From an optimization exercise on the open Yosys and OpenROAD flow, aimed at small area; shortcuts taken in it are not production practice.
At most, simulation tests tie the RTL to the original design; equivalence was not proved.
Function not checked in runs 2 and 3: the RTL went through the layout flow alone.
Power and IR drop assume default switching activity.

==> flow/design.v <==
module top_module (
    input  wire         clk,
    input  wire         rst,
    input  wire         white_turn,
    input  wire [7:0]   col_in,
    output reg  [2:0]   row_addr,
    output reg          row_addr_en,
    output wire [255:0] piece_values,
    output reg          move_executed,
    output reg          invalid_move,
    output reg  [2:0]   start_row,
    output reg  [2:0]   start_col,
    output reg  [2:0]   end_row,
    output reg  [2:0]   end_col,
    output reg  [3:0]   lifted_piece
);
    reg  [3:0] div;       
    reg        running;   
    reg  [7:0] col_d;     
    wire [63:0] sn;       
    wire row_step = (div == 4'd1) & running;
    always @(posedge clk or posedge rst) begin
        if (rst) begin
            div         <= 4'd0;
            running     <= 1'b0;
            row_addr    <= 3'd0;
            row_addr_en <= 1'b1;
        end else begin
            div         <= div + 4'd1;
            running     <= running | (div == 4'd15);
            row_addr_en <= 1'b0;
            if (row_step)
                row_addr <= row_addr + 3'd1;
        end
    end
    always @(posedge clk)
        col_d <= col_in;
    genvar gr, gc;
    generate
        for (gr = 0; gr < 8; gr = gr + 1) begin : srow
            for (gc = 0; gc < 8; gc = gc + 1) begin : scol
                reg q;
                assign sn[gr*8+gc] = q;
                if (gr == 7 && gc == 0) begin : rbit
                    always @(posedge clk or posedge rst)
                        if (rst)
                            q <= 1'b1;
                        else if (row_step && row_addr == gr)
                            q <= col_d[gc];
                end else begin : nbit
                    always @(posedge clk)
                        if (row_step && row_addr == gr)
                            q <= col_d[gc];
                end
            end
        end
    endgenerate
    wire match = (sn == 64'h0000_FFFF_FFFF_0000);
    localparam [2:0] S_IDLE_C = 3'd0;   
    localparam [2:0] S_IDLE_M = 3'd1;   
    localparam [2:0] S_DL     = 3'd2;
    localparam [2:0] S_DLS    = 3'd3;
    localparam [2:0] S_WP     = 3'd4;
    localparam [2:0] S_WPS    = 3'd5;
    localparam [2:0] S_VAL    = 3'd6;
    localparam [2:0] S_IW     = 3'd7;
    reg        proc;        
    reg  [2:0] st;
    reg  [5:0] idx;         
    reg        cap_valid;
    reg  [5:0] cap_idx;
    wire [255:0] board;
    assign piece_values = board;
    wire [3:0] bsel  = board[idx*4 +: 4];
    wire       occ_x = bsel[0] | bsel[1] | bsel[2];    
    wire       sens_x = ~sn[idx];
    wire [5:0] sidx  = {start_row, start_col};
    wire       at_start = (idx == sidx);
    wire [2:0] sr = start_row, sc = start_col;
    wire [2:0] er = idx[5:3],  ec = idx[2:0];
    wire [2:0] adr = (sr > er) ? (sr - er) : (er - sr);
    wire [2:0] adc = (sc > ec) ? (sc - ec) : (ec - sc);
    wire hz = (sr == er);
    wire vt = (sc == ec);
    wire dg = (adr == adc);
    wire up_r = (er > sr);
    wire up_c = (ec > sc);
    wire same_sign = (up_r == up_c);
    wire [3:0] d1 = {1'b0, sr} - {1'b0, sc} + 4'd7;   
    wire [3:0] d2 = {1'b0, sr} + {1'b0, sc};          
    wire [7:0] rbt, cbt, rh, cv;
    wire [14:0] p1, p2;
    genvar gk;
    generate
        for (gk = 0; gk < 8; gk = gk + 1) begin : rc
            assign rbt[gk] = (gk > sr && gk < er) || (gk > er && gk < sr);
            assign cbt[gk] = (gk > sc && gk < ec) || (gk > ec && gk < sc);
            assign rh[gk]  = hz && (sr == gk);
            assign cv[gk]  = vt && (sc == gk);
        end
        for (gk = 0; gk < 15; gk = gk + 1) begin : dl
            assign p1[gk] = !vt && same_sign  && (d1 == gk);
            assign p2[gk] = !vt && !same_sign && (d2 == gk);
        end
    endgenerate
    wire [63:0] blk;
    generate
        for (gr = 0; gr < 8; gr = gr + 1) begin : brow
            for (gc = 0; gc < 8; gc = gc + 1) begin : bcol
                wire occ = board[(gr*8+gc)*4] | board[(gr*8+gc)*4+1] | board[(gr*8+gc)*4+2];
                assign blk[gr*8+gc] = occ &
                    ((rbt[gr] & (cv[gc] | p1[gr-gc+7] | p2[gr+gc])) | (rh[gr] & cbt[gc]));
            end
        end
    endgenerate
    wire clear = ~|blk;
    wire dest_ok = !occ_x || (bsel[3] == white_turn);
    wire knight  = (adr == 3'd2 && adc == 3'd1) || (adr == 3'd1 && adc == 3'd2);
    wire king    = (adr <= 3'd1) && (adc <= 3'd1);
    wire rook    = (hz || vt) && clear;
    wire bishop  = dg && clear;
    wire w_fwd1  = ({1'b0, er} + 4'd1) == {1'b0, sr};
    wire b_fwd1  = ({1'b0, sr} + 4'd1) == {1'b0, er};
    wire pawn_w  = white_turn && lifted_piece == 4'h1 &&
                   ((w_fwd1 && vt && !occ_x) ||
                    (sr == 3'd6 && er == 3'd4 && vt && !occ_x && clear) ||
                    (w_fwd1 && adc == 3'd1 && occ_x && bsel[3]));
    wire pawn_b  = !white_turn && lifted_piece == 4'hF &&
                   ((b_fwd1 && vt && !occ_x) ||
                    (sr == 3'd1 && er == 3'd3 && vt && !occ_x && clear) ||
                    (b_fwd1 && adc == 3'd1 && occ_x && !bsel[3]));
    reg rule_ok;
    always @* begin
        case (lifted_piece)
            4'h1, 4'hF: rule_ok = pawn_w | pawn_b;
            4'h4, 4'hC: rule_ok = rook;
            4'h5, 4'hB: rule_ok = knight;
            4'h6, 4'hA: rule_ok = bishop;
            4'h3, 4'hD: rule_ok = rook | bishop;
            4'h2, 4'hE: rule_ok = king;
            default:    rule_ok = 1'b0;
        endcase
    end
    wire valid = dest_ok & rule_ok;
    wire lift     = occ_x & ~sens_x;
    wire own      = white_turn ? ~bsel[3] : bsel[3];
    wire place    = ~at_start & ((~occ_x & sens_x) |
                                 (cap_valid & (idx == cap_idx) & occ_x & sens_x));
    wire returned = at_start & sens_x;
    always @(posedge clk or posedge rst) begin
        if (rst) begin
            st <= S_IDLE_C;
        end else begin
            case (st)
                S_IDLE_C, S_IDLE_M: st <= S_DL;
                S_DL:  st <= S_DLS;
                S_DLS: if (lift) st <= own ? S_WP : S_IW;
                S_WP:  st <= S_WPS;
                S_WPS: if (returned) st <= S_WP; else if (place) st <= S_VAL;
                S_VAL: st <= valid ? S_IDLE_M : S_IW;
                S_IW:  if (sens_x) st <= S_IDLE_C;
            endcase
        end
    end
    always @(posedge clk) begin
        case (st)
            S_DL, S_WP: idx <= 6'd0;
            S_DLS: if (!lift) idx <= idx + 6'd1;
            S_WPS: if (!returned && !place) idx <= idx + 6'd1;
            S_VAL: if (!valid) idx <= sidx;
            default: ;
        endcase
        if (st == S_DLS && lift && own)
            cap_valid <= 1'b0;
        else if (st == S_WPS && !at_start && occ_x && !sens_x) begin
            cap_valid <= 1'b1;
            cap_idx   <= idx;
        end
    end
    always @(posedge clk or posedge rst) begin
        if (rst) begin
            proc          <= 1'b0;
            move_executed <= 1'b0;
            invalid_move  <= 1'b0;
            start_row     <= 3'd0;
            start_col     <= 3'd0;
            end_row       <= 3'd0;
            end_col       <= 3'd0;
            lifted_piece  <= 4'd0;
        end else begin
            proc          <= proc | match;
            move_executed <= proc & (st == S_IDLE_M);
            invalid_move  <= (~proc & ~match) | (st == S_IW);
            if (st == S_WP) begin
                start_row <= idx[5:3];
                start_col <= idx[2:0];
            end
            if (st == S_VAL) begin
                end_row <= idx[5:3];
                end_col <= idx[2:0];
            end
            if (st == S_IDLE_C)
                lifted_piece <= 4'd0;
            else if (st == S_WP || st == S_IW)
                lifted_piece <= bsel;
        end
    end
    localparam [255:0] INIT = {
        32'h45623654, 32'h11111111, 32'h00000000, 32'h00000000,
        32'h00000000, 32'h00000000, 32'hFFFFFFFF, 32'hCBAEDABC };
    wire load = ~proc & match;
    wire upd  = proc & (st == S_IDLE_M);
    wire [5:0] eidx = {end_row, end_col};
    generate
        for (gk = 0; gk < 64; gk = gk + 1) begin : sq
            reg [3:0] q;
            assign board[gk*4 +: 4] = q;
            always @(posedge clk or posedge rst) begin
                if (rst)
                    q <= 4'd0;
                else if (load)
                    q <= INIT[gk*4 +: 4];
                else if (upd && eidx == gk)
                    q <= lifted_piece;
                else if (upd && sidx == gk)
                    q <= 4'd0;
            end
        end
    endgenerate
endmodule
==> flow/run.sh <==
#!/bin/bash
# synth_recipe.tcl (not shown) runs the flow's synth.tcl, then flattens the netlist and writes it again
# the make line also repeats each setting of config.mk as NAME=value (left out here)
make -C /OpenROAD-flow-scripts/flow DESIGN_CONFIG=/design/flow/config.mk WORK_HOME=/design/flow/orfs CLKGATE_MAP_FILE= SYNTH_SCRIPT=/design/flow/synth_recipe.tcl finish
==> flow/config.mk <==
export PLATFORM = sky130hd
export DESIGN_NAME = top_module
export DESIGN_NICKNAME = top_module
export VERILOG_FILES = /design/flow/design.v
export SDC_FILE = /design/flow/constraint.sdc
export NUM_CORES = 4
export LEC_CHECK = 0
export CAP_MARGIN = 20
export CORE_MARGIN = 2
export CORE_UTILIZATION = 30
export SLEW_MARGIN = 20
==> flow/constraint.sdc <==
create_clock -name core_clock -period 12.0 [get_ports {clk}]
set_input_delay 2.4000 -clock core_clock [delete_from_list [all_inputs] [get_ports {clk}]]
set_output_delay 2.4000 -clock core_clock [all_outputs]
set_load 0.01 [all_outputs]
==> flow_results.xml, run 1 <==
<?xml version="1.0" encoding="UTF-8"?>
<metrics>
  <group name="finish">
    <metric name="finalNetCount" unit="">2729</metric>
    <metric name="utilization" unit="%">37.53</metric>
    <metric name="layout.filler_cells" unit="">7417</metric>
    <metric name="fin_area" unit="um2">27330</metric>
    <metric name="areaGrowthSynthToFinish" unit="%">24.15</metric>
    <metric name="post_route_cells_drive_above_1_share" unit="%">8.050</metric>
  </group>
  <group name="detailed_routing">
    <metric name="num_vias" unit="">22228</metric>
    <metric name="drc" unit="">0</metric>
    <metric name="drtAntennaViolNets" unit="">0</metric>
    <metric name="routed_via_density" unit="">6.060</metric>
    <metric name="drtPass1Iterations" unit="">6</metric>
    <metric name="postRouteWirelength" unit="um">115400</metric>
    <metric name="avgRoutedWirePerCell" unit="um">31.47</metric>
    <metric name="drt-initial-drc-count" unit="">2948</metric>
  </group>
  <group name="floorplanning">
    <metric name="core.rowCount" unit="">99</metric>
    <metric name="ioPinCount" unit="">289</metric>
    <metric name="die_h" unit="um">274.9</metric>
    <metric name="initial_core_util" unit="%">30.23</metric>
    <metric name="die-area" unit="um2">75570</metric>
    <metric name="core-area" unit="um2">72830</metric>
    <metric name="chipWidth" unit="um">274.9</metric>
  </group>
  <group name="sta">
    <metric name="achievable-frequency" unit="GHz">0.1677</metric>
    <metric name="setup_viol" unit="">0</metric>
    <metric name="timing.clock.skew" unit="ns">0.03172</metric>
    <metric name="tightest_pin_transition" unit="ns">1.256</metric>
    <metric name="period_share" unit="%">49.69</metric>
    <metric name="slew_hr" unit="%">15.62</metric>
    <metric name="final-max-slew-violation-count" unit="">0</metric>
    <metric name="setup_tns" unit="ns">0</metric>
    <metric name="timing.final.ws_setup" unit="ns">6.037</metric>
    <metric name="timing.final.crit_period" unit="ns">5.963</metric>
    <metric name="hold_violations" unit="">0</metric>
    <metric name="rsz0062_at_grt" unit="">false</metric>
  </group>
  <group name="critical_path">
    <metric name="worst_setup_path_start_kind" unit="">register</metric>
    <metric name="timing.critical_path.to" unit="">idx[0]</metric>
    <metric name="regToRegEndpoint" unit="">idx[0]</metric>
    <metric name="reg2reg_from" unit="">start_row[1]</metric>
    <metric name="critPathCaptureType" unit="">register</metric>
    <metric name="crit_path_start" unit="">start_row[1]</metric>
    <metric name="timing.critical_path.required" unit="ns">12.29</metric>
    <metric name="reg2reg_slack" unit="ns">6.04</metric>
    <metric name="arrival" unit="ns">6.25</metric>
    <metric name="worst_r2r_path_depth" unit="">12</metric>
    <metric name="type_of_the_setup_path_with_the_least_slack" unit="">reg -&gt; reg</metric>
    <metric name="worst-path-max-fanout" unit="">21</metric>
  </group>
  <group name="pwr">
    <metric name="pwr-share-seq" unit="%">25.5</metric>
    <metric name="vdd.ir_drop.worst" unit="uV">236.4</metric>
    <metric name="internal_power" unit="mW">2.957</metric>
    <metric name="p_leak" unit="nW">10.14</metric>
    <metric name="net_switching_share_of_the_total_power" unit="%">49.06</metric>
    <metric name="p_clk_share" unit="%">23.9</metric>
    <metric name="switching_power" unit="mW">2.848</metric>
    <metric name="total_power_per_unit_cell_area" unit="nW/um2">212.4</metric>
    <metric name="p_comb_share" unit="%">50.6</metric>
  </group>
  <group name="outcome">
    <metric name="run_status" unit="">complete, no violations</metric>
  </group>
  <group name="synth">
    <metric name="synth-edff-count" unit="">75</metric>
    <metric name="syn_nets" unit="">2486</metric>
    <metric name="syn_area_per_cell" unit="um2">9.049</metric>
    <metric name="synth.yosys.seq_area_share" unit="%">43.79</metric>
    <metric name="post_synth_inst_count" unit="">2433</metric>
    <metric name="synth.yosys.warnings" unit="">1</metric>
    <metric name="ys_ff_latch" unit="">372</metric>
    <metric name="synth_async_sr_flop_share" unit="%">77.42</metric>
    <metric name="synth_area" unit="um2">22020</metric>
    <metric name="post_synth_num_cell_types" unit="">92</metric>
    <metric name="postSynth.topFlopCell" unit="">dfrtp_1</metric>
  </group>
  <group name="clock_tree">
    <metric name="maximum_level_of_the_cts_h_tree" unit="">2</metric>
    <metric name="clock_tree_from_tritoncts" unit="">built</metric>
    <metric name="clk_pin_slew" unit="ns">0.06</metric>
    <metric name="clock-root-buffer" unit="">clkbuf_16</metric>
    <metric name="post-cts-setup-buffer-count" unit="">0</metric>
    <metric name="cts_made_buffers" unit="">43</metric>
    <metric name="post_cts_hold_buffer_count" unit="">0</metric>
    <metric name="clk_lat_worst_skew" unit="ns">0.60</metric>
    <metric name="ctsResizeCount" unit="">0</metric>
    <metric name="clk_path_buf_depth" unit="">3</metric>
    <metric name="clock_sink_count" unit="">372</metric>
  </group>
  <group name="place">
    <metric name="postPlaceCellArea" unit="um2">25860</metric>
    <metric name="buffer_ports.inserted" unit="">288</metric>
    <metric name="dpl_worst_slack" unit="ns">6.251</metric>
    <metric name="gp_congestion" unit="">1.082</metric>
    <metric name="dp_hpwl" unit="um">85950</metric>
  </group>
  <group name="global_routing">
    <metric name="overflow" unit="">0</metric>
    <metric name="grt_max_degree" unit="">112</metric>
    <metric name="grt_pass1_wl" unit="um">162200</metric>
    <metric name="grt.total_usage" unit="%">29.98</metric>
    <metric name="grt_pass1_vias" unit="">20955</metric>
    <metric name="antenna_violations_before_repair" unit="">2</metric>
  </group>
  <group name="hold_path">
    <metric name="worst_hold_class" unit="">reg -&gt; reg</metric>
  </group>
  <group name="flow_run">
    <metric name="max_cap_violations" unit="">0</metric>
  </group>
</metrics>
==> critical path, cell delays in order (launching register included) <==
cell      delay [ns]
dfrtp_1         0.97
inv_1           0.46
ha_1            0.52
and3_1          0.31
a21oi_2         0.09
xnor2_2         0.66
or3_1           0.42
a21oi_1         0.10
or4_1           0.53
nor4_1          0.63
nand4b_1        0.43
a211oi_1        0.32
o21ai_1         0.23
==> metrics by stage <==
| stage | total power, mW | hold WS (ns) | instances |
|---|---|---|---|
| after global routing | 5.975 | 0.4846 | 3668 |
| after floorplan | 3.197 | 0.4336 | 2433 |
| after global placement | 4.374 | 0.4443 | 3590 |
| final | 5.805 | 0.4598 | 3668 |
| after CTS | 5.714 | 0.4606 | 3667 |
| after detailed placement | 4.326 | 0.4475 | 3590 |
==> cells in the mapped netlist (all sizes together), types with 36 or more instances <==
master,number,area (um2)
nand2,443,1663
dfrtp,286,7157
o21ai,261,1306
nor2,141,531.8
nor3,141,715.7
a21oi,134,678.2
nand3,93,465.5
clkbuf,86,322.8
edfxtp,75,2252
mux2i,67,670.6
buf,56,422.9
o22ai,53,331.6
mux4,39,919.6
nand4,39,244.0
ha,36,450.4
==> cells by family (layout without fill, tap and decap cells) <==
group | Yosys count | in the layout | synth area share, %
mux | 125 | 125 | 8.195
xor+xnor | 27 | 27 | 1.074
flops | 372 | 372 | 43.79
buf+inv | 180 | 455 | 4.035
fa+ha+maj | 42 | 42 | 2.592
other cells | 1 | 2 | 0.01703
compound gates | 665 | 665 | 18.65
simple gates | 1021 | 1021 | 21.64
==> final cells by class <==
| cell class | instances | area, um2 | share of cell area [%] |
|---|---|---|---|
| timing repair buffer | 340 | 3302 | 12.08 |
| sequential | 372 | 9647 | 35.29 |
| inverter | 38 | 150.1 | 0.5493 |
| clock buffer | 60 | 1242 | 4.545 |
| clock inverter | 17 | 225.2 | 0.8239 |
| tap | 959 | 1200 | 4.390 |
| antenna | 1 | 2.502 | 0.009155 |
| multi-input combinational | 1881 | 11560 | 42.31 |
==> cell usage in the layout (no fill, tap or decap), drive strengths merged, types with 27 or more instances in the layout <==
cell type,count
mux2i,67
nor2,141
o211ai,32
nand2,443
o21ai,261
ha,36
inv,40
nor4,28
buf,52
nor3,141
nand4,39
mux4,39
clkbuf,60
nand3,93
a21oi,134
a31oi,27
dfrtp,286
edfxtp,75
clkdlybuf4s50,288
o22ai,53
==> worst min path at each step <==
stage	cells after the start	from	to	slack (ns)
5_1_grt	1	running	running	0.48
6_report	1	running	running	0.46
2_1_floorplan	1	running	running	0.43
3_3_place_gp	1	running	running	0.44
4_1_cts	1	running	running	0.46
3_5_place_dp	1	running	running	0.45
==> power groups by stage <==
stage	Clock, mW	Combinational, mW	Sequential, mW
final	1.39	2.94	1.48
after global routing	1.45	3.03	1.49
after CTS	1.40	2.84	1.48
after detailed placement	0	2.82	1.50
after global placement	0	2.87	1.50
after floorplan	0	1.76	1.44
==> flip-flops by register name, indices dropped and copies added (netlist names), 3 cells and up <==
| register | cells |
|---|---|
| sq.q | 256 |
| srow.scol.q | 64 |
| col_d | 8 |
| cap_idx | 6 |
| idx | 6 |
| div | 4 |
| lifted_piece | 4 |
| end_col | 3 |
| end_row | 3 |
| row_addr | 3 |
| st | 3 |
| start_col | 3 |
| start_row | 3 |
==> per-layer routing <==
metal,vias to the layer above,GRT usage [%],part of all wire [%]
li1,9512,-,-
met1,11128,39.83,41
met2,1308,46.53,45
met3,278,5.935,8.5
met4,2,15.12,5.8
met5,-,0,0.011
==> run 2: changes to the inputs <==
--- a/flow/design.v
+++ b/flow/design.v
@@ -38,2 +38,3 @@
     genvar gr, gc;
+    wire [7:0] row_we = {8{row_step}} & (8'd1 << row_addr);
     generate
@@ -43,12 +44,10 @@
                 assign sn[gr*8+gc] = q;
+                wire d = (q & ~row_we[gr]) | (col_d[gc] & row_we[gr]);
                 if (gr == 7 && gc == 0) begin : rbit
                     always @(posedge clk or posedge rst)
-                        if (rst)
-                            q <= 1'b1;
-                        else if (row_step && row_addr == gr)
-                            q <= col_d[gc];
+                        if (rst) q <= 1'b1;
+                        else     q <= d;
                 end else begin : nbit
                     always @(posedge clk)
-                        if (row_step && row_addr == gr)
-                            q <= col_d[gc];
+                        q <= d;
                 end
@@ -90,4 +89,5 @@
     wire [3:0] d2 = {1'b0, sr} + {1'b0, sc};          
-    wire [7:0] rbt, cbt, rh, cv;
-    wire [14:0] p1, p2;
+    wire hv = hz | vt;
+    wire [7:0] rb, cb;
+    wire [14:0] on1, on2;
     genvar gk;
@@ -95,10 +95,8 @@
         for (gk = 0; gk < 8; gk = gk + 1) begin : rc
-            assign rbt[gk] = (gk > sr && gk < er) || (gk > er && gk < sr);
-            assign cbt[gk] = (gk > sc && gk < ec) || (gk > ec && gk < sc);
-            assign rh[gk]  = hz && (sr == gk);
-            assign cv[gk]  = vt && (sc == gk);
+            assign rb[gk] = (gk > sr && gk < er) || (gk > er && gk < sr) || (hz && sr == gk);
+            assign cb[gk] = (gk > sc && gk < ec) || (gk > ec && gk < sc) || (vt && sc == gk);
         end
         for (gk = 0; gk < 15; gk = gk + 1) begin : dl
-            assign p1[gk] = !vt && same_sign  && (d1 == gk);
-            assign p2[gk] = !vt && !same_sign && (d2 == gk);
+            assign on1[gk] = hv || (same_sign  && d1 == gk);
+            assign on2[gk] = hv || (!same_sign && d2 == gk);
         end
@@ -110,4 +108,3 @@
                 wire occ = board[(gr*8+gc)*4] | board[(gr*8+gc)*4+1] | board[(gr*8+gc)*4+2];
-                assign blk[gr*8+gc] = occ &
-                    ((rbt[gr] & (cv[gc] | p1[gr-gc+7] | p2[gr+gc])) | (rh[gr] & cbt[gc]));
+                assign blk[gr*8+gc] = occ & rb[gr] & cb[gc] & (on1[gr-gc+7] | on2[gr+gc]);
             end
@@ -213,2 +210,6 @@
     wire [5:0] eidx = {end_row, end_col};
+    wire [7:0] e_r = {8{upd}} & (8'd1 << end_row);
+    wire [7:0] e_c = 8'd1 << end_col;
+    wire [7:0] s_r = {8{upd}} & (8'd1 << start_row);
+    wire [7:0] s_c = 8'd1 << start_col;
     generate
@@ -217,11 +218,9 @@
             assign board[gk*4 +: 4] = q;
+            wire wr   = e_r[gk/8] & e_c[gk%8];
+            wire keep = ~(wr | (s_r[gk/8] & s_c[gk%8]));
+            wire [3:0] d = (q & {4{keep}}) | (lifted_piece & {4{wr}}) |
+                           (INIT[gk*4 +: 4] & {4{load}});
             always @(posedge clk or posedge rst) begin
-                if (rst)
-                    q <= 4'd0;
-                else if (load)
-                    q <= INIT[gk*4 +: 4];
-                else if (upd && eidx == gk)
-                    q <= lifted_piece;
-                else if (upd && sidx == gk)
-                    q <= 4'd0;
+                if (rst) q <= 4'd0;
+                else     q <= d;
             end
==> flow/flow/run.sh (new file) <==
#!/bin/bash
# Own layout flow: the standard flow (standard.sh) with three changes that
# only affect how the layout is made:
#  1. Yosys's ABC step maps the logic with an area-oriented script
#     (flow/abc_area.script) instead of ORFS's; the rest of the synthesis,
#     and so every register, is the standard one.
#  2. Ports are buffered with the smallest buffer (buf_1).
#  3. Clock tree synthesis without dummy loads and with smaller buffers.
# Each step's full output goes to a log file in this folder.
set -euo pipefail
w=$(pwd)
rm -rf "$w/sd"
cp -r "$FLOW_HOME/scripts" "$w/sd"
cp "$w/flow/abc_area.script" "$w/sd/abc_area.script"
export SCRIPTS_DIR="$w/sd"
export ABC_AREA=1
bash standard.sh synth > "$w/synth.log" 2>&1
export BUFFER_PORTS_ARGS="-buffer_cell sky130_fd_sc_hd__buf_1"
export CTS_ARGS="-sink_clustering_enable -repair_clock_nets -dont_use_dummy_load -buf_list {sky130_fd_sc_hd__clkbuf_2 sky130_fd_sc_hd__clkbuf_4}"
bash standard.sh finish > "$w/layout.log" 2>&1
==> flow/flow/abc_area.script (new file) <==
&get -n
&st
&dch -f
&nf -R 1000
&put
topo
==> flow/standard.sh (new file) <==
#!/bin/bash
# synth_recipe.tcl (not shown) runs the flow's synth.tcl, then flattens the netlist and writes it again
# the make line also repeats each setting of config.mk as NAME=value (left out here)
make -C /OpenROAD-flow-scripts/flow DESIGN_CONFIG=/design/flow/config.mk WORK_HOME=/design/flow/orfs CLKGATE_MAP_FILE= SYNTH_SCRIPT=/design/flow/synth_recipe.tcl "${@:-finish}"
--- a/flow/config.mk
+++ b/flow/config.mk
@@ -7,5 +7,6 @@
 export LEC_CHECK = 0
-export CAP_MARGIN = 20
+export ABC_AREA = 1
+export CAP_MARGIN = 0
 export CORE_MARGIN = 2
-export CORE_UTILIZATION = 30
-export SLEW_MARGIN = 20
+export CORE_UTILIZATION = 55
+export SLEW_MARGIN = 0
removed: flow/run.sh
==> flow_results.xml, run 2 <==
<?xml version="1.0" encoding="UTF-8"?>
<metrics>
  <group name="hold_path">
    <metric name="worst_hold_class" unit="">reg -&gt; reg</metric>
    <metric name="min_to" unit="">running</metric>
    <metric name="cell_count_of_the_worst_hold_path" unit="">1</metric>
    <metric name="min_from" unit="">running</metric>
  </group>
  <group name="pwr">
    <metric name="net_switching_share_of_the_total_power" unit="%">22.82</metric>
    <metric name="p_clk_share" unit="%">38.2</metric>
    <metric name="vdd.ir_drop.worst" unit="uV">104.8</metric>
    <metric name="p_comb_share" unit="%">1.0</metric>
    <metric name="p_leak" unit="nW">8.608</metric>
    <metric name="pwr-share-seq" unit="%">60.8</metric>
    <metric name="internal_power" unit="mW">1.642</metric>
    <metric name="total_power_per_unit_cell_area" unit="nW/um2">100.9</metric>
    <metric name="power_total" unit="mW">2.128</metric>
    <metric name="switching_power" unit="mW">0.4856</metric>
  </group>
  <group name="sta">
    <metric name="final-max-slew-violation-count" unit="">8</metric>
    <metric name="achievable-frequency" unit="GHz">0.1537</metric>
    <metric name="timing.clock.skew" unit="ns">0.08615</metric>
    <metric name="timing.final.ws_setup" unit="ns">5.494</metric>
    <metric name="timing.final.crit_period" unit="ns">6.506</metric>
    <metric name="timing.hold.ws" unit="ns">0.4714</metric>
    <metric name="period_share" unit="%">54.21</metric>
    <metric name="setup_tns" unit="ns">0</metric>
    <metric name="hold_violations" unit="">0</metric>
    <metric name="tightest_pin_transition" unit="ns">1.537</metric>
    <metric name="setup_viol" unit="">0</metric>
    <metric name="rsz0062_at_grt" unit="">false</metric>
    <metric name="slew_hr" unit="%">-2.468</metric>
  </group>
  <group name="clock_tree">
    <metric name="clk_path_buf_depth" unit="">3</metric>
    <metric name="post-cts-setup-buffer-count" unit="">0</metric>
    <metric name="ctsResizeCount" unit="">0</metric>
    <metric name="clk_pin_slew" unit="ns">0.05</metric>
    <metric name="clock_tree_from_tritoncts" unit="">built</metric>
    <metric name="clk_lat_worst_skew" unit="ns">0.85</metric>
    <metric name="clock-root-buffer" unit="">clkbuf_4</metric>
    <metric name="clock_sink_count" unit="">372</metric>
    <metric name="maximum_level_of_the_cts_h_tree" unit="">3</metric>
    <metric name="post_cts_hold_buffer_count" unit="">0</metric>
    <metric name="cts_made_buffers" unit="">93</metric>
  </group>
  <group name="synth">
    <metric name="synth_area" unit="um2">18400</metric>
    <metric name="synth_xor_area_share" unit="%">1.285</metric>
    <metric name="post_synth_num_cell_types" unit="">53</metric>
    <metric name="ys_ff_latch" unit="">372</metric>
    <metric name="synth.mux.area_fraction" unit="%">1.068</metric>
    <metric name="postSynth.topFlopCell" unit="">dfrtp_1</metric>
    <metric name="yosys.cell_count.top_type" unit="">dfrtp_1</metric>
    <metric name="syn_area_per_cell" unit="um2">10.55</metric>
    <metric name="ys_top_cells_by_area" unit="">dfrtp_1, edfxtp_1, a22o_1</metric>
    <metric name="post_synth_most_frequent_cells" unit="">dfrtp_1, nand2_1, a22o_1, a22oi_1, nor2_1</metric>
    <metric name="synth_top_family_by_area" unit="">compound AO/OA/AOI/OAI gates</metric>
    <metric name="synth_largest_area_cell" unit="">dfrtp_1</metric>
    <metric name="synth_simple_gate_area_share" unit="%">14.77</metric>
    <metric name="synth_async_sr_flop_share" unit="%">77.42</metric>
    <metric name="synthDominantCellAreaShare" unit="%">38.90</metric>
    <metric name="post_synth_inst_count" unit="">1744</metric>
    <metric name="synth.yosys.seq_area_share" unit="%">52.40</metric>
    <metric name="synth_fa_ha_area_share" unit="%">3.237</metric>
    <metric name="synth-edff-count" unit="">75</metric>
    <metric name="synth.yosys.warnings" unit="">1</metric>
    <metric name="syn_nets" unit="">1799</metric>
    <metric name="complex_gate_fraction_of_the_synthesized_area" unit="%">26.63</metric>
  </group>
  <group name="finish">
    <metric name="utilization" unit="%">64.49</metric>
    <metric name="most-common-layout-cells" unit="">buf_1, dfrtp_1, nand2_1</metric>
    <metric name="areaGrowthSynthToFinish" unit="%">14.61</metric>
    <metric name="multi_input_area" unit="um2">8706</metric>
    <metric name="post_route_cells_drive_above_1_share" unit="%">6.991</metric>
    <metric name="layout.filler_cells" unit="">2688</metric>
    <metric name="finalNetCount" unit="">2217</metric>
    <metric name="commonest_non_fill_non_tap_cell_in_the_layout" unit="">buf_1</metric>
    <metric name="register_area" unit="um2">9647</metric>
  </group>
  <group name="detailed_routing">
    <metric name="drt-initial-drc-count" unit="">3106</metric>
    <metric name="drtPass1Iterations" unit="">8</metric>
    <metric name="routed_via_density" unit="">7.216</metric>
    <metric name="postRouteWirelength" unit="um">76680</metric>
    <metric name="avgRoutedWirePerCell" unit="um">29.36</metric>
    <metric name="drc" unit="">0</metric>
    <metric name="num_vias" unit="">18847</metric>
    <metric name="drtAntennaViolNets" unit="">0</metric>
  </group>
  <group name="critical_path">
    <metric name="critPathCaptureType" unit="">register</metric>
    <metric name="crit_chain" unit="">clkinv_1 -&gt; nor2_4 -&gt; buf_4 -&gt; a22oi_1 -&gt; a21oi_1 -&gt; a2111oi_0 -&gt; a21oi_1 -&gt; or2_0 -&gt; or3_1 -&gt; o21ai_0 -&gt; nand3_1 -&gt; nand2_1 -&gt; o21ai_0 -&gt; nor3_1 -&gt; nor3_1</metric>
    <metric name="reg2reg_from" unit="">idx[1]</metric>
    <metric name="regToRegEndpoint" unit="">idx[1]</metric>
    <metric name="cpMaxStageDelayCell" unit="">edfxtp_1</metric>
    <metric name="worst_setup_path_start_kind" unit="">register</metric>
    <metric name="type_of_the_setup_path_with_the_least_slack" unit="">reg -&gt; reg</metric>
    <metric name="arrival" unit="ns">6.93</metric>
    <metric name="reg2reg_slack" unit="ns">5.49</metric>
    <metric name="timing.critical_path.required" unit="ns">12.43</metric>
    <metric name="worst-path-max-fanout" unit="">48</metric>
    <metric name="max_stage_delay" unit="ns">1.03</metric>
    <metric name="worst_r2r_path_depth" unit="">15</metric>
  </group>
  <group name="floorplanning">
    <metric name="initial_core_util" unit="%">56.27</metric>
    <metric name="die-area" unit="um2">34930</metric>
    <metric name="chipWidth" unit="um">186.9</metric>
    <metric name="core.rowCount" unit="">66</metric>
    <metric name="ioPinCount" unit="">289</metric>
    <metric name="die_h" unit="um">186.9</metric>
    <metric name="core-area" unit="um2">32700</metric>
  </group>
  <group name="flow_run">
    <metric name="max_cap_violations" unit="">0</metric>
  </group>
  <group name="place">
    <metric name="gp_congestion" unit="">1.036</metric>
    <metric name="buffer_ports.inserted" unit="">288</metric>
    <metric name="dp_hpwl" unit="um">53560</metric>
    <metric name="dpl_worst_slack" unit="ns">5.793</metric>
  </group>
  <group name="global_routing">
    <metric name="antenna_violations_before_repair" unit="">9</metric>
    <metric name="grt.total_usage" unit="%">43.24</metric>
    <metric name="grt_pass1_wl" unit="um">112700</metric>
    <metric name="overflow" unit="">0</metric>
    <metric name="grt_max_degree" unit="">124</metric>
    <metric name="grt_pass1_vias" unit="">17487</metric>
  </group>
  <group name="outcome">
    <metric name="run_status" unit="">complete, but fails checks</metric>
    <metric name="so.violations" unit="">max-slew violations</metric>
  </group>
</metrics>
run 2: kinds of logic after synthesis:
family                     after synthesis
AOI/OAI and AO/OA                      658
and+or+nand+nor                        601
DFF                                    372
adders and majority gates               44
buffers and inverters                   29
xor gates and xnor gates                27
muxes                                   12
other                                    1
run 2: worst max path at each step:
stage	end	depth (start not counted)	start	slack, ns
after floorplan	div[0]	1	rst	4.29
after CTS	idx[1]	16	idx[1]	5.75
after detailed placement	idx[1]	16	idx[1]	5.79
final	idx[1]	15	idx[1]	5.49
after global placement	idx[1]	19	start_col[1]	5.84
after global routing	idx[1]	16	idx[1]	5.28
run 2: power groups by stage:
stage	Clock [mW]	Combinational [mW]	Sequential (mW)
after floorplan	0	0.0147	1.32
after global placement	0	0.0218	1.32
after detailed placement	0	0.0223	1.32
after CTS	0.812	0.0223	1.29
after global routing	0.875	0.0254	1.29
final	0.812	0.0213	1.29
run 2: final cells by class:
cell class,instances,area share (%)
diodes,10,0.1187
repair buffers,323,6.372
multi-input cells,1343,41.28
inverters,29,0.5518
clock buffers,93,3.311
well taps,442,2.622
flip-flops and latches,372,45.74
run 2: critical path, delay by kind of cell (launching register included):
kind,cells,cell delay (ns)
simple gates,7,2.20
buf+inv,2,1.35
compound gates,6,1.52
flops,1,1.03
run 2: routing by layer:
metal | vias to the layer above | global-route usage (%) | share of wire [%] | wire length, um
met5 | - | 0 | 0.017 | 13
met4 | 2 | 21.25 | 5.5 | 4190
met3 | 329 | 14.02 | 14 | 10750
met2 | 1657 | 63.15 | 43 | 32900
met1 | 9039 | 58.36 | 38 | 28820
li1 | 7820 | - | - | -
run 2: through the flow:
stage | cell area [um2] | instances
6_report | 21090 | 2612
5_1_grt | 21070 | 2605
4_1_cts | 21060 | 2602
3_5_place_dp | 20370 | 2509
3_3_place_gp | 20370 | 2509
2_1_floorplan | 18400 | 1744
==> run 3: changes to the inputs <==
--- a/flow/flow/run.sh
+++ b/flow/flow/run.sh
@@ -18,3 +18,3 @@
 export BUFFER_PORTS_ARGS="-buffer_cell sky130_fd_sc_hd__buf_1"
-export CTS_ARGS="-sink_clustering_enable -repair_clock_nets -dont_use_dummy_load -buf_list {sky130_fd_sc_hd__clkbuf_2 sky130_fd_sc_hd__clkbuf_4}"
+export CTS_ARGS="-sink_clustering_enable -repair_clock_nets -dont_use_dummy_load -sink_clustering_size 24 -buf_list {sky130_fd_sc_hd__clkbuf_4}"
 bash standard.sh finish > "$w/layout.log" 2>&1
==> flow_results.xml, run 3 <==
<?xml version="1.0" encoding="UTF-8"?>
<metrics>
  <group name="outcome">
    <metric name="run_status" unit="">complete, but fails checks</metric>
    <metric name="so.violations" unit="">max-slew violations</metric>
  </group>
  <group name="global_routing">
    <metric name="antenna_violations_before_repair" unit="">9</metric>
    <metric name="grt_max_degree" unit="">124</metric>
    <metric name="grt_pass1_vias" unit="">17487</metric>
    <metric name="overflow" unit="">0</metric>
    <metric name="grt.total_usage" unit="%">43.24</metric>
    <metric name="grt_pass1_wl" unit="um">112700</metric>
  </group>
  <group name="critical_path">
    <metric name="type_of_the_setup_path_with_the_least_slack" unit="">reg -&gt; reg</metric>
    <metric name="worst_r2r_path_depth" unit="">15</metric>
    <metric name="crit_path_start" unit="">idx[1]</metric>
    <metric name="critical_path_buf_inv_count" unit="">2</metric>
    <metric name="critPathTopFamily" unit="">simple AND/OR/NAND/NOR gates</metric>
    <metric name="timing.critical_path.to" unit="">idx[1]</metric>
    <metric name="crit_chain" unit="">clkinv_1 -&gt; nor2_4 -&gt; buf_4 -&gt; a22oi_1 -&gt; a21oi_1 -&gt; a2111oi_0 -&gt; a21oi_1 -&gt; or2_0 -&gt; or3_1 -&gt; o21ai_0 -&gt; nand3_1 -&gt; nand2_1 -&gt; o21ai_0 -&gt; nor3_1 -&gt; nor3_1</metric>
    <metric name="timing.critical_path.required" unit="ns">12.43</metric>
    <metric name="cpMaxStageDelayCell" unit="">edfxtp_1</metric>
    <metric name="critPathCaptureType" unit="">register</metric>
    <metric name="path_length_in_cells_of_the_critical_path" unit="">15</metric>
    <metric name="reg2reg_slack" unit="ns">5.49</metric>
    <metric name="worst-path-max-fanout" unit="">48</metric>
    <metric name="reg2reg_from" unit="">idx[1]</metric>
    <metric name="regToRegEndpoint" unit="">idx[1]</metric>
    <metric name="worst_setup_path_start_kind" unit="">register</metric>
    <metric name="max_stage_delay" unit="ns">1.03</metric>
    <metric name="arrival" unit="ns">6.93</metric>
  </group>
  <group name="synth">
    <metric name="yosys.cell_count.top_type" unit="">dfrtp_1</metric>
    <metric name="syn_area_per_cell" unit="um2">10.55</metric>
    <metric name="syn_nets" unit="">1799</metric>
    <metric name="ys_top_cells_by_area" unit="">dfrtp_1, edfxtp_1, a22o_1</metric>
    <metric name="synthDominantCellAreaShare" unit="%">38.90</metric>
    <metric name="postSynth.topFlopCell" unit="">dfrtp_1</metric>
    <metric name="post_synth_num_cell_types" unit="">53</metric>
    <metric name="post_synth_most_frequent_cells" unit="">dfrtp_1, nand2_1, a22o_1, a22oi_1, nor2_1</metric>
    <metric name="synth_async_sr_flop_share" unit="%">77.42</metric>
    <metric name="synth.yosys.warnings" unit="">1</metric>
    <metric name="post_synth_inst_count" unit="">1744</metric>
    <metric name="synth_largest_area_cell" unit="">dfrtp_1</metric>
    <metric name="ys_ff_latch" unit="">372</metric>
    <metric name="synth_area" unit="um2">18400</metric>
    <metric name="synth.yosys.seq_area_share" unit="%">52.40</metric>
    <metric name="synth-edff-count" unit="">75</metric>
  </group>
  <group name="flow_run">
    <metric name="max_cap_violations" unit="">0</metric>
  </group>
  <group name="sta">
    <metric name="hold_violations" unit="">0</metric>
    <metric name="achievable-frequency" unit="GHz">0.1537</metric>
    <metric name="timing.final.ws_setup" unit="ns">5.494</metric>
    <metric name="setup_tns" unit="ns">0</metric>
    <metric name="slew_hr" unit="%">-2.468</metric>
    <metric name="timing.final.crit_period" unit="ns">6.506</metric>
    <metric name="timing.clock.skew" unit="ns">0.08615</metric>
    <metric name="period_share" unit="%">54.21</metric>
    <metric name="setup_viol" unit="">0</metric>
    <metric name="rsz0062_at_grt" unit="">false</metric>
    <metric name="tightest_pin_transition" unit="ns">1.537</metric>
    <metric name="final-max-slew-violation-count" unit="">8</metric>
  </group>
  <group name="detailed_routing">
    <metric name="drc" unit="">0</metric>
    <metric name="drtAntennaViolNets" unit="">0</metric>
    <metric name="avgRoutedWirePerCell" unit="um">29.36</metric>
    <metric name="drtPass1Iterations" unit="">8</metric>
    <metric name="postRouteWirelength" unit="um">76680</metric>
    <metric name="routed_via_density" unit="">7.216</metric>
    <metric name="drt-initial-drc-count" unit="">3106</metric>
    <metric name="num_vias" unit="">18847</metric>
  </group>
  <group name="place">
    <metric name="buffer_ports.inserted" unit="">288</metric>
    <metric name="dpl_worst_slack" unit="ns">5.793</metric>
    <metric name="dp_hpwl" unit="um">53560</metric>
    <metric name="gp_congestion" unit="">1.036</metric>
    <metric name="postPlaceCellArea" unit="um2">20370</metric>
  </group>
  <group name="clock_tree">
    <metric name="clk_path_buf_depth" unit="">3</metric>
    <metric name="post-cts-setup-buffer-count" unit="">0</metric>
    <metric name="clk_lat_worst_skew" unit="ns">0.85</metric>
    <metric name="clock-root-buffer" unit="">clkbuf_4</metric>
    <metric name="clock_tree_from_tritoncts" unit="">built</metric>
    <metric name="post_cts_hold_buffer_count" unit="">0</metric>
    <metric name="clock_sink_count" unit="">372</metric>
    <metric name="clk_pin_slew" unit="ns">0.05</metric>
    <metric name="maximum_level_of_the_cts_h_tree" unit="">3</metric>
    <metric name="ctsResizeCount" unit="">0</metric>
    <metric name="cts_made_buffers" unit="">93</metric>
  </group>
  <group name="finish">
    <metric name="layout.filler_cells" unit="">2688</metric>
    <metric name="post_route_cells_drive_above_1_share" unit="%">6.991</metric>
    <metric name="fin_area" unit="um2">21090</metric>
    <metric name="commonest_non_fill_non_tap_cell_in_the_layout" unit="">buf_1</metric>
    <metric name="utilization" unit="%">64.49</metric>
    <metric name="most-common-layout-cells" unit="">buf_1, dfrtp_1, nand2_1</metric>
    <metric name="finalNetCount" unit="">2217</metric>
    <metric name="areaGrowthSynthToFinish" unit="%">14.61</metric>
  </group>
  <group name="floorplanning">
    <metric name="ioPinCount" unit="">289</metric>
    <metric name="chipWidth" unit="um">186.9</metric>
    <metric name="die_h" unit="um">186.9</metric>
    <metric name="die-area" unit="um2">34930</metric>
    <metric name="initial_core_util" unit="%">56.27</metric>
    <metric name="core.rowCount" unit="">66</metric>
    <metric name="core-area" unit="um2">32700</metric>
  </group>
  <group name="hold_path">
    <metric name="worst_hold_class" unit="">reg -&gt; reg</metric>
  </group>
  <group name="pwr">
    <metric name="p_leak" unit="nW">8.608</metric>
    <metric name="total_power_per_unit_cell_area" unit="nW/um2">100.9</metric>
    <metric name="power_total" unit="mW">2.128</metric>
    <metric name="vdd.ir_drop.worst" unit="uV">104.8</metric>
  </group>
</metrics>
==> run 3: how the worst min path moves through the flow <==
stage | startpoint | to | slack (ns) | cells past startpoint
2_1_floorplan | running | running | 0.44 | 1
6_report | running | running | 0.47 | 1
3_5_place_dp | running | running | 0.46 | 1
3_3_place_gp | running | running | 0.45 | 1
4_1_cts | running | running | 0.48 | 1
5_1_grt | running | running | 0.50 | 1
==> run 3: cell families after synthesis <==
group | Yosys count | synth area share [%]
adders and majority gates | 44 | 3.237
DFF | 372 | 52.40
xor gates and xnor gates | 27 | 1.285
muxes | 12 | 1.068
buffers and inverters | 29 | 0.5916
and+or+nand+nor | 601 | 14.77
AOI/OAI and AO/OA | 658 | 26.63
other | 1 | 0.02038
==> run 3: metrics by stage <==
stage | cells | hold WS [ns]
after global placement | 2509 | 0.4509
after floorplan | 1744 | 0.4389
after detailed placement | 2509 | 0.4639
after CTS | 2602 | 0.4767
after global routing | 2605 | 0.5017
final | 2612 | 0.4714
==> run 3: final cells by class <==
cell class | instances | area [um2] | area share [%]
Sequential cell | 372 | 9647 | 45.74
Multi-Input combinational cell | 1343 | 8706 | 41.28
Timing Repair Buffer | 323 | 1344 | 6.372
Clock buffer | 93 | 698.2 | 3.311
Tap cell | 442 | 553.0 | 2.622
Inverter | 29 | 116.4 | 0.5518
Antenna cell | 10 | 25.02 | 0.1187
==> run 3: power by group <==
group	switching [mW]	internal, mW	total, mW	leakage (nW)
registers	0.00400	1.29	1.29	4.75
logic	0.0197	0.00159	0.0213	3.43
clock network	0.462	0.350	0.812	0.428
total	0.486	1.64	2.13	8.61
==> run 3: metal layers <==
metal	global-route usage [%]	share of wire [%]
met1	58.36	38
met2	63.15	43
met3	14.02	14
met4	21.25	5.5
met5	0	0.017
==> run 4: changes to the inputs <==
--- a/flow/design.v
+++ b/flow/design.v
@@ -44,10 +44,12 @@
                 assign sn[gr*8+gc] = q;
-                wire d = (q & ~row_we[gr]) | (col_d[gc] & row_we[gr]);
                 if (gr == 7 && gc == 0) begin : rbit
                     always @(posedge clk or posedge rst)
-                        if (rst) q <= 1'b1;
-                        else     q <= d;
+                        if (rst)
+                            q <= 1'b1;
+                        else if (row_we[gr])
+                            q <= col_d[gc];
                 end else begin : nbit
                     always @(posedge clk)
-                        q <= d;
+                        if (row_we[gr])
+                            q <= col_d[gc];
                 end
==> flow/flow/run.sh (replaced) <==
#!/bin/bash
# Own layout flow: the standard flow (standard.sh) with three changes that
# only affect how the layout is made:
#  1. Yosys's ABC step maps the logic with an area-oriented script
#     (flow/abc_area.script) instead of ORFS's, and adders are left to ABC
#     instead of being mapped to half/full-adder cells; the rest of the
#     synthesis, and so every register, is the standard one.
#  2. Ports are buffered with the smallest buffer (buf_1).
#  3. Clock tree synthesis without dummy loads, with smaller buffers and
#     larger sink clusters.
# Each step's full output goes to a log file in this folder.
set -euo pipefail
w=$(pwd)
rm -rf "$w/sd"
cp -r "$FLOW_HOME/scripts" "$w/sd"
cp "$w/flow/abc_area.script" "$w/sd/abc_area.script"
export SCRIPTS_DIR="$w/sd"
export ABC_AREA=1
export ADDER_MAP_FILE=
bash standard.sh synth > "$w/synth.log" 2>&1
export BUFFER_PORTS_ARGS="-buffer_cell sky130_fd_sc_hd__buf_1"
export CTS_ARGS="-sink_clustering_enable -repair_clock_nets -dont_use_dummy_load -sink_clustering_size 10 -sink_clustering_max_diameter 60 -buf_list {sky130_fd_sc_hd__clkbuf_8}"
bash standard.sh finish > "$w/layout.log" 2>&1
--- a/flow/config.mk
+++ b/flow/config.mk
@@ -8,5 +8,5 @@
 export ABC_AREA = 1
-export CAP_MARGIN = 0
+export CAP_MARGIN = 10
 export CORE_MARGIN = 2
 export CORE_UTILIZATION = 55
-export SLEW_MARGIN = 0
+export SLEW_MARGIN = 10
==> flow_results.xml, run 4 <==
<?xml version="1.0" encoding="UTF-8"?>
<metrics>
  <group name="outcome">
    <metric name="run_status" unit="">complete, no violations</metric>
  </group>
  <group name="floorplanning">
    <metric name="initial_core_util" unit="%">56.25</metric>
    <metric name="core.rowCount" unit="">65</metric>
    <metric name="chipWidth" unit="um">184.1</metric>
    <metric name="die_h" unit="um">184.1</metric>
    <metric name="core-area" unit="um2">31720</metric>
    <metric name="ioPinCount" unit="">289</metric>
    <metric name="die-area" unit="um2">33900</metric>
  </group>
  <group name="finish">
    <metric name="layout.filler_cells" unit="">2662</metric>
    <metric name="post_route_cells_drive_above_1_share" unit="%">4.352</metric>
    <metric name="reg.largest.list" unit="">sq.q x256, srow.scol.q x64, col_d x8</metric>
    <metric name="areaGrowthSynthToFinish" unit="%">13.93</metric>
    <metric name="register_area" unit="um2">9647</metric>
    <metric name="finalNetCount" unit="">2081</metric>
    <metric name="multi_input_area" unit="um2">8218</metric>
    <metric name="most-common-layout-cells" unit="">buf_1, dfrtp_1, a22oi_1</metric>
    <metric name="commonest_non_fill_non_tap_cell_in_the_layout" unit="">buf_1</metric>
    <metric name="regMostFlops" unit="">sq.q</metric>
    <metric name="largest_register_ff_count" unit="">256</metric>
  </group>
  <group name="detailed_routing">
    <metric name="drtAntennaViolNets" unit="">0</metric>
    <metric name="drtPass1Iterations" unit="">7</metric>
    <metric name="drt-initial-drc-count" unit="">2763</metric>
    <metric name="routed_via_density" unit="">7.343</metric>
    <metric name="num_vias" unit="">18153</metric>
    <metric name="drc" unit="">0</metric>
    <metric name="avgRoutedWirePerCell" unit="um">29.44</metric>
    <metric name="postRouteWirelength" unit="um">72780</metric>
  </group>
  <group name="global_routing">
    <metric name="grt_pass1_wl" unit="um">106200</metric>
    <metric name="gr-usage-met2" unit="%">61.68</metric>
    <metric name="grt.total_usage" unit="%">42.15</metric>
    <metric name="antenna_violations_before_repair" unit="">1</metric>
    <metric name="overflow" unit="">0</metric>
    <metric name="grt_pass1_vias" unit="">16476</metric>
    <metric name="grt_use_met3" unit="%">11.18</metric>
    <metric name="busiest_layer" unit="">met2</metric>
    <metric name="grt_max_degree" unit="">156</metric>
    <metric name="global_route.usage.met1" unit="%">58.15</metric>
  </group>
  <group name="clock_tree">
    <metric name="cts_made_buffers" unit="">43</metric>
    <metric name="clock_sink_count" unit="">372</metric>
    <metric name="clock-root-buffer" unit="">clkbuf_8</metric>
    <metric name="clk_path_buf_depth" unit="">3</metric>
    <metric name="maximum_level_of_the_cts_h_tree" unit="">2</metric>
    <metric name="clk_lat_worst_skew" unit="ns">0.59</metric>
    <metric name="clock_tree_from_tritoncts" unit="">built</metric>
    <metric name="post_cts_hold_buffer_count" unit="">0</metric>
    <metric name="post-cts-setup-buffer-count" unit="">0</metric>
    <metric name="ctsResizeCount" unit="">0</metric>
    <metric name="clk_pin_slew" unit="ns">0.08</metric>
  </group>
  <group name="synth">
    <metric name="synth-edff-count" unit="">75</metric>
    <metric name="post_synth_most_frequent_cells" unit="">dfrtp_1, a22oi_1, a22o_1, nand2_1, nor2_1</metric>
    <metric name="syn_nets" unit="">1719</metric>
    <metric name="postSynth.topFlopCell" unit="">dfrtp_1</metric>
    <metric name="ys_top_cells_by_area" unit="">dfrtp_1, edfxtp_1, a22o_1</metric>
    <metric name="synth_async_sr_flop_share" unit="%">77.42</metric>
    <metric name="synth_area" unit="um2">17840</metric>
    <metric name="post_synth_inst_count" unit="">1708</metric>
    <metric name="syn_area_per_cell" unit="um2">10.45</metric>
    <metric name="yosys.cell_count.top_type" unit="">dfrtp_1</metric>
    <metric name="ys_ff_latch" unit="">372</metric>
    <metric name="synth.yosys.seq_area_share" unit="%">54.04</metric>
    <metric name="synthDominantCellAreaShare" unit="%">40.11</metric>
    <metric name="synth.yosys.warnings" unit="">1</metric>
    <metric name="synth_largest_area_cell" unit="">dfrtp_1</metric>
    <metric name="post_synth_num_cell_types" unit="">52</metric>
  </group>
  <group name="critical_path">
    <metric name="cpMaxStageDelayCell" unit="">nor4_1</metric>
    <metric name="worst_setup_path_start_kind" unit="">register</metric>
    <metric name="critical_path_buf_inv_count" unit="">1</metric>
    <metric name="critPathCaptureType" unit="">register</metric>
    <metric name="crit_chain" unit="">clkinv_1 -&gt; nand2_1 -&gt; nand2_1 -&gt; and3b_1 -&gt; a21oi_1 -&gt; nand2_1 -&gt; nand2_1 -&gt; xnor2_1 -&gt; a41oi_1 -&gt; a2111oi_0 -&gt; nor4_1 -&gt; and4_1 -&gt; nand4_1 -&gt; nor3_1 -&gt; nand3_1 -&gt; o211ai_1 -&gt; a21oi_1 -&gt; and4_1 -&gt; nor2_1 -&gt; nand2_1 -&gt; nand2_1 -&gt; nor4_1</metric>
    <metric name="type_of_the_setup_path_with_the_least_slack" unit="">reg -&gt; reg</metric>
    <metric name="timing.critical_path.mode_cell" unit="">nand2_1</metric>
    <metric name="critPathTopFamily" unit="">simple AND/OR/NAND/NOR gates</metric>
    <metric name="crit_path_start" unit="">start_col[0]</metric>
    <metric name="reg2reg_from" unit="">start_col[0]</metric>
    <metric name="worst-path-max-fanout" unit="">15</metric>
    <metric name="arrival" unit="ns">6.86</metric>
    <metric name="timing.critical_path.required" unit="ns">12.15</metric>
    <metric name="max_stage_delay" unit="ns">0.88</metric>
  </group>
  <group name="place">
    <metric name="buffer_ports.inserted" unit="">288</metric>
    <metric name="dp_hpwl" unit="um">48910</metric>
    <metric name="gp_congestion" unit="">0.9827</metric>
  </group>
  <group name="hold_path">
    <metric name="min_from" unit="">cap_valid</metric>
    <metric name="worst_hold_class" unit="">reg -&gt; reg</metric>
  </group>
  <group name="sta">
    <metric name="final-max-slew-violation-count" unit="">0</metric>
    <metric name="setup_tns" unit="ns">0</metric>
    <metric name="setup_viol" unit="">0</metric>
    <metric name="period_share" unit="%">55.94</metric>
    <metric name="tightest_pin_transition" unit="ns">1.292</metric>
    <metric name="hold_violations" unit="">0</metric>
    <metric name="slew_hr" unit="%">13.44</metric>
    <metric name="rsz0062_at_grt" unit="">false</metric>
    <metric name="timing.clock.skew" unit="ns">0.05512</metric>
    <metric name="timing.final.crit_period" unit="ns">6.712</metric>
    <metric name="achievable-frequency" unit="GHz">0.1490</metric>
  </group>
  <group name="pwr">
    <metric name="power_total" unit="mW">4.172</metric>
    <metric name="total_power_per_unit_cell_area" unit="nW/um2">205.2</metric>
    <metric name="vdd.ir_drop.worst" unit="uV">134.5</metric>
    <metric name="p_leak" unit="nW">8.206</metric>
  </group>
  <group name="flow_run">
    <metric name="max_cap_violations" unit="">0</metric>
  </group>
</metrics>
## run 4: cell types whose count changed after synthesis, moves of 10 or more
cell and delta:
nand2_1 -26, a22oi_1 +57, clkinv_1 -17, a31oi_1 +19
o211ai_1 +10, a221oi_1 -15, o21ai_0 +18, ha_1 -38
nand3_1 -17, a2111oi_0 -16, nor3_1 +15
## run 4: power breakdown
part	total, mW	switching (mW)	internal (mW)
combinational	1.94	1.50	0.441
clock	0.739	0.421	0.318
sequential	1.49	0.145	1.35
total	4.17	2.07	2.11
## run 4: final timing paths
path,to,cells after the start,slack (ns)
max in group asynchronous,sq[0].q[0],3,8.61
max,idx[4],22,5.29
min,cap_valid,1,0.48
max reg2reg,idx[4],22,5.29
min in group asynchronous,sq[38].q[2],2,2.02
min reg2reg,cap_valid,1,0.48
## run 4: final cells by class
type / count / area share [%]
Antenna cell: 2 / 0.02462
Clock buffer: 43 / 2.911
Inverter: 12 / 0.2585
Multi-Input combinational cell: 1324 / 40.43
Sequential cell: 372 / 47.46
Tap cell: 402 / 2.474
Timing Repair Buffer: 317 / 6.450
## run 4: logic make-up (layout without fill, tap and decap cells)
kind of cell    after synthesis  after routing  synth area share (%)
compound gates              711            711                 29.03
simple gates                576            576                 14.81
flops                       372            372                 54.04
xor+xnor                     30             30                 1.473
buf+inv                      12            372                0.2524
mux                           6              6                0.3787
other cells                   1              3               0.02102
## run 4: routing by layer
metal	vias to the layer above	routed length (um)
li1	7572	-
met1	8780	27600
met2	1532	31290
met3	269	9735
met4	0	4160
met5	-	0
## run 4: per-stage QoR
step / hold slack, ns / cell area (um2) / instances / util [%] / setup WS [ns]
floorplan: 0.4373 / 17840 / 1708 / - / 4.293
global placement: 0.4702 / 19730 / 2427 / 62.21 / 5.598
detailed placement: 0.4655 / 19730 / 2427 / 62.21 / 5.498
CTS: 0.4840 / 20320 / 2470 / 64.08 / 5.454
global route: 0.5134 / 20320 / 2470 / 64.08 / 4.867
finish: 0.4826 / 20330 / 2472 / 64.09 / 5.288
==> run 5: changes to the inputs <==
--- a/flow/design.v
+++ b/flow/design.v
@@ -74,5 +74,24 @@
     assign piece_values = board;
-    wire [3:0] bsel  = board[idx*4 +: 4];
+    wire [7:0] ic = 8'd1 << idx[2:0];
+    wire [7:0] ir = 8'd1 << idx[5:3];
+    wire [39:0] rowsel;    
+    wire [4:0] sel;
+    genvar gm, gn;
+    generate
+        for (gm = 0; gm < 8; gm = gm + 1) begin : mrow
+            wire [39:0] t;
+            for (gn = 0; gn < 8; gn = gn + 1) begin : mcol
+                assign t[gn*5 +: 5] = {sn[gm*8+gn], board[(gm*8+gn)*4 +: 4]} & {5{ic[gn]}};
+            end
+            assign rowsel[gm*5 +: 5] = t[0 +: 5] | t[5 +: 5] | t[10 +: 5] | t[15 +: 5] |
+                                       t[20 +: 5] | t[25 +: 5] | t[30 +: 5] | t[35 +: 5];
+        end
+    endgenerate
+    assign sel = (rowsel[0 +: 5] & {5{ir[0]}}) | (rowsel[5 +: 5] & {5{ir[1]}}) |
+                 (rowsel[10 +: 5] & {5{ir[2]}}) | (rowsel[15 +: 5] & {5{ir[3]}}) |
+                 (rowsel[20 +: 5] & {5{ir[4]}}) | (rowsel[25 +: 5] & {5{ir[5]}}) |
+                 (rowsel[30 +: 5] & {5{ir[6]}}) | (rowsel[35 +: 5] & {5{ir[7]}});
+    wire [3:0] bsel  = sel[3:0];
     wire       occ_x = bsel[0] | bsel[1] | bsel[2];    
-    wire       sens_x = ~sn[idx];
+    wire       sens_x = ~sel[4];
     wire [5:0] sidx  = {start_row, start_col};
@@ -81,9 +100,11 @@
     wire [2:0] er = idx[5:3],  ec = idx[2:0];
-    wire [2:0] adr = (sr > er) ? (sr - er) : (er - sr);
-    wire [2:0] adc = (sc > ec) ? (sc - ec) : (ec - sc);
-    wire hz = (sr == er);
-    wire vt = (sc == ec);
+    wire [3:0] dr = {1'b0, er} - {1'b0, sr};
+    wire [3:0] dc = {1'b0, ec} - {1'b0, sc};
+    wire [2:0] adr = dr[3] ? (3'd0 - dr[2:0]) : dr[2:0];
+    wire [2:0] adc = dc[3] ? (3'd0 - dc[2:0]) : dc[2:0];
+    wire hz = (dr == 4'd0);
+    wire vt = (dc == 4'd0);
     wire dg = (adr == adc);
-    wire up_r = (er > sr);
-    wire up_c = (ec > sc);
+    wire up_r = ~dr[3];
+    wire up_c = ~dc[3];
     wire same_sign = (up_r == up_c);
@@ -120,4 +141,4 @@
     wire bishop  = dg && clear;
-    wire w_fwd1  = ({1'b0, er} + 4'd1) == {1'b0, sr};
-    wire b_fwd1  = ({1'b0, sr} + 4'd1) == {1'b0, er};
+    wire w_fwd1  = (dr == 4'hF);
+    wire b_fwd1  = (dr == 4'h1);
     wire pawn_w  = white_turn && lifted_piece == 4'h1 &&
==> flow_results.xml, run 5 <==
<?xml version="1.0" encoding="UTF-8"?>
<metrics>
  <group name="finish">
    <metric name="reg.largest.list" unit="">sq.q x256, srow.scol.q x64, col_d x8</metric>
    <metric name="largest_register_ff_count" unit="">256</metric>
    <metric name="finalNetCount" unit="">2025</metric>
    <metric name="areaGrowthSynthToFinish" unit="%">14.47</metric>
    <metric name="post_route_cells_drive_above_1_share" unit="%">4.672</metric>
    <metric name="multi_input_area" unit="um2">7826</metric>
    <metric name="regMostFlops" unit="">sq.q</metric>
    <metric name="most-common-layout-cells" unit="">buf_1, dfrtp_1, a22o_1</metric>
    <metric name="layout.filler_cells" unit="">2690</metric>
    <metric name="commonest_non_fill_non_tap_cell_in_the_layout" unit="">buf_1</metric>
    <metric name="fin_area" unit="um2">19960</metric>
    <metric name="register_area" unit="um2">9647</metric>
    <metric name="utilization" unit="%">63.58</metric>
  </group>
  <group name="floorplanning">
    <metric name="core-area" unit="um2">31390</metric>
    <metric name="die_h" unit="um">182.1</metric>
    <metric name="initial_core_util" unit="%">55.54</metric>
    <metric name="die-area" unit="um2">33140</metric>
    <metric name="chipWidth" unit="um">182.1</metric>
    <metric name="core.rowCount" unit="">65</metric>
    <metric name="ioPinCount" unit="">289</metric>
  </group>
  <group name="synth">
    <metric name="synth_async_sr_flop_share" unit="%">77.42</metric>
    <metric name="syn_area_per_cell" unit="um2">10.57</metric>
    <metric name="synth-edff-count" unit="">75</metric>
    <metric name="post_synth_num_cell_types" unit="">50</metric>
    <metric name="synth_xor_area_share" unit="%">1.858</metric>
    <metric name="synth_area" unit="um2">17440</metric>
    <metric name="synth.yosys.warnings" unit="">1</metric>
    <metric name="post_synth_most_frequent_cells" unit="">dfrtp_1, a22o_1, nand2_1, nor2_1, a21oi_1</metric>
    <metric name="synth.yosys.seq_area_share" unit="%">55.30</metric>
    <metric name="synth.mux.area_fraction" unit="%">0.5166</metric>
    <metric name="synth_fa_ha_area_share" unit="%">0</metric>
    <metric name="yosys.cell_count.top_type" unit="">dfrtp_1</metric>
    <metric name="postSynth.topFlopCell" unit="">dfrtp_1</metric>
    <metric name="syn_nets" unit="">1661</metric>
    <metric name="post_synth_inst_count" unit="">1650</metric>
    <metric name="synth_simple_gate_area_share" unit="%">15.06</metric>
    <metric name="synth_top_family_by_area" unit="">compound AO/OA/AOI/OAI gates</metric>
    <metric name="synth_largest_area_cell" unit="">dfrtp_1</metric>
    <metric name="ys_ff_latch" unit="">372</metric>
    <metric name="ys_top_cells_by_area" unit="">dfrtp_1, edfxtp_1, a22o_1</metric>
    <metric name="complex_gate_fraction_of_the_synthesized_area" unit="%">26.97</metric>
    <metric name="synthDominantCellAreaShare" unit="%">41.04</metric>
  </group>
  <group name="detailed_routing">
    <metric name="drc" unit="">0</metric>
    <metric name="num_vias" unit="">17491</metric>
    <metric name="routed_via_density" unit="">7.243</metric>
    <metric name="drt-initial-drc-count" unit="">2750</metric>
    <metric name="drtAntennaViolNets" unit="">0</metric>
    <metric name="drtPass1Iterations" unit="">10</metric>
    <metric name="avgRoutedWirePerCell" unit="um">29.53</metric>
    <metric name="postRouteWirelength" unit="um">71310</metric>
  </group>
  <group name="pwr">
    <metric name="p_leak" unit="nW">8.240</metric>
    <metric name="total_power_per_unit_cell_area" unit="nW/um2">193.8</metric>
    <metric name="power_total" unit="mW">3.868</metric>
    <metric name="vdd.ir_drop.worst" unit="uV">173.6</metric>
  </group>
  <group name="critical_path">
    <metric name="critPathCaptureType" unit="">register</metric>
    <metric name="worst-path-max-fanout" unit="">18</metric>
    <metric name="worst_setup_path_start_kind" unit="">register</metric>
    <metric name="type_of_the_setup_path_with_the_least_slack" unit="">reg -&gt; reg</metric>
    <metric name="timing.critical_path.required" unit="ns">12.18</metric>
    <metric name="arrival" unit="ns">6.22</metric>
  </group>
  <group name="clock_tree">
    <metric name="post_cts_hold_buffer_count" unit="">0</metric>
    <metric name="clock_tree_from_tritoncts" unit="">built</metric>
    <metric name="maximum_level_of_the_cts_h_tree" unit="">2</metric>
    <metric name="cts_made_buffers" unit="">44</metric>
    <metric name="clock-root-buffer" unit="">clkbuf_8</metric>
    <metric name="clk_pin_slew" unit="ns">0.07</metric>
    <metric name="clock_sink_count" unit="">372</metric>
    <metric name="clk_path_buf_depth" unit="">3</metric>
    <metric name="ctsResizeCount" unit="">0</metric>
    <metric name="clk_lat_worst_skew" unit="ns">0.61</metric>
    <metric name="post-cts-setup-buffer-count" unit="">0</metric>
  </group>
  <group name="sta">
    <metric name="tightest_pin_transition" unit="ns">1.382</metric>
    <metric name="period_share" unit="%">50.33</metric>
    <metric name="hold_violations" unit="">0</metric>
    <metric name="rsz0062_at_grt" unit="">false</metric>
    <metric name="setup_viol" unit="">0</metric>
    <metric name="final-max-slew-violation-count" unit="">0</metric>
    <metric name="setup_tns" unit="ns">0</metric>
    <metric name="timing.clock.skew" unit="ns">0.09504</metric>
    <metric name="timing.final.crit_period" unit="ns">6.040</metric>
    <metric name="slew_hr" unit="%">7.524</metric>
    <metric name="achievable-frequency" unit="GHz">0.1656</metric>
    <metric name="timing.final.ws_setup" unit="ns">5.960</metric>
  </group>
  <group name="global_routing">
    <metric name="grt_pass1_vias" unit="">16092</metric>
    <metric name="grt.total_usage" unit="%">42.16</metric>
    <metric name="overflow" unit="">0</metric>
    <metric name="grt_pass1_wl" unit="um">104400</metric>
    <metric name="global_route.usage.met1" unit="%">58.25</metric>
    <metric name="gr-usage-met2" unit="%">62.43</metric>
    <metric name="grt_use_met3" unit="%">11.30</metric>
    <metric name="antenna_violations_before_repair" unit="">2</metric>
    <metric name="busiest_layer" unit="">met2</metric>
    <metric name="grt_max_degree" unit="">181</metric>
  </group>
  <group name="flow_run">
    <metric name="max_cap_violations" unit="">0</metric>
  </group>
  <group name="place">
    <metric name="gp_congestion" unit="">1.002</metric>
    <metric name="dp_hpwl" unit="um">48620</metric>
    <metric name="buffer_ports.inserted" unit="">288</metric>
    <metric name="postPlaceCellArea" unit="um2">19350</metric>
    <metric name="dpl_worst_slack" unit="ns">6.039</metric>
  </group>
  <group name="outcome">
    <metric name="run_status" unit="">complete, no violations</metric>
  </group>
  <group name="hold_path">
    <metric name="worst_hold_class" unit="">reg -&gt; reg</metric>
  </group>
</metrics>
-- run 5: cell types whose count changed in the layout (fill, tap and decap cells not counted), sizes merged, moves of 22 or more --
cell,before,now
a2111oi,35,0
a22oi,207,108
nor3,124,76
a222oi,11,41
o31ai,4,26
-- run 5: logic make-up after synthesis --
| family | Yosys count |
|---|---|
| AO/OA/AOI/OAI | 638 |
| XOR/XNOR | 37 |
| buffers and inverters | 13 |
| flip-flops | 372 |
| multiplexers | 8 |
| other | 1 |
| AND/OR/NAND/NOR | 581 |
-- run 5: critical path, stage by stage (launching register included) --
cell	delay [ns]
dfrtp_1	0.77
clkinv_1	0.41
a221oi_1	0.40
a21oi_1	0.19
xor2_1	0.27
or3_1	0.46
o21ai_0	0.68
a21oi_1	0.09
o32a_1	0.35
o311ai_0	0.08
o21ai_0	0.17
o2111ai_1	0.17
nor3_1	0.20
a221oi_1	0.32
nor4_1	0.08
a21oi_1	0.16
a22oi_1	0.13
a211oi_1	0.75
-- run 5: final cells by class --
class | count | area share, %
antenna | 1 | 0.01254
clock buffer | 44 | 3.034
inverter | 13 | 0.2821
multi-input combinational | 1265 | 39.21
sequential | 372 | 48.33
tap | 402 | 2.520
timing repair buffer | 318 | 6.607
-- run 5: path summary, 6_finish.rpt --
check,start,to,slack [ns],depth (start not counted)
worst max-delay path,start_col[2],idx[1],5.96,17
worst min-delay path,running,running,0.50,1
worst max register to register,start_col[2],idx[1],5.96,17
worst min register to register,running,running,0.50,1
max in group asynchronous,rst,lifted_piece[0],8.57,3
min in group asynchronous,rst,sq[17].q[3],1.99,2
-- run 5: per-layer routing --
metal / up-vias / wire length [um]
met2: 1443 / 30940
li1: 7301 / -
met1: 8477 / 27270
met4: 2 / 3835
met5: - / 13
met3: 268 / 9247
-- run 5: power breakdown --
| part | internal, mW | switching, mW | total (mW) |
|---|---|---|---|
| sequential | 1.34 | 0.146 | 1.48 |
| combinational | 0.401 | 1.23 | 1.63 |
| clock | 0.325 | 0.427 | 0.752 |
| total | 2.06 | 1.80 | 3.87 |
-- run 5: stage by stage --
step           instances  hold slack [ns]
4_1_cts             2414           0.4986
3_3_place_gp        2370           0.4730
6_report            2415           0.4989
5_1_grt             2414           0.5229
3_5_place_dp        2370           0.4816
2_1_floorplan       1650           0.4460

[re-timing with driven ports]
In the flow no input, the clock included, has a driving cell. The finished layouts below were timed again as built, in two steps. Step 1 sets driving cells, clkbuf_16 on the clock port and buf_2 on the other inputs (assumed; they add their load-dependent delay and slew). Step 2 times the ports against the registers' clock, not the clock port: input delays grow and output delays shrink by t, the midpoint of the rising clock arrivals with the driver on. Slacks: no drivers / after step 1 / after step 2; pairs: no drivers / after step 1.
| run | shift t [ns] | setup slack, ns |
|---|---|---|
| run 1 | 0.643 | 6.037 / 6.037 / 6.037 |
| run 2 | 0.861 | 5.494 / 5.494 / 5.494 |
| run 3 | 0.861 | 5.494 / 5.494 / 5.494 |
| run 4 | 0.613 | 5.288 / 5.288 / 5.288 |
| run 5 | 0.613 | 5.960 / 5.960 / 5.960 |
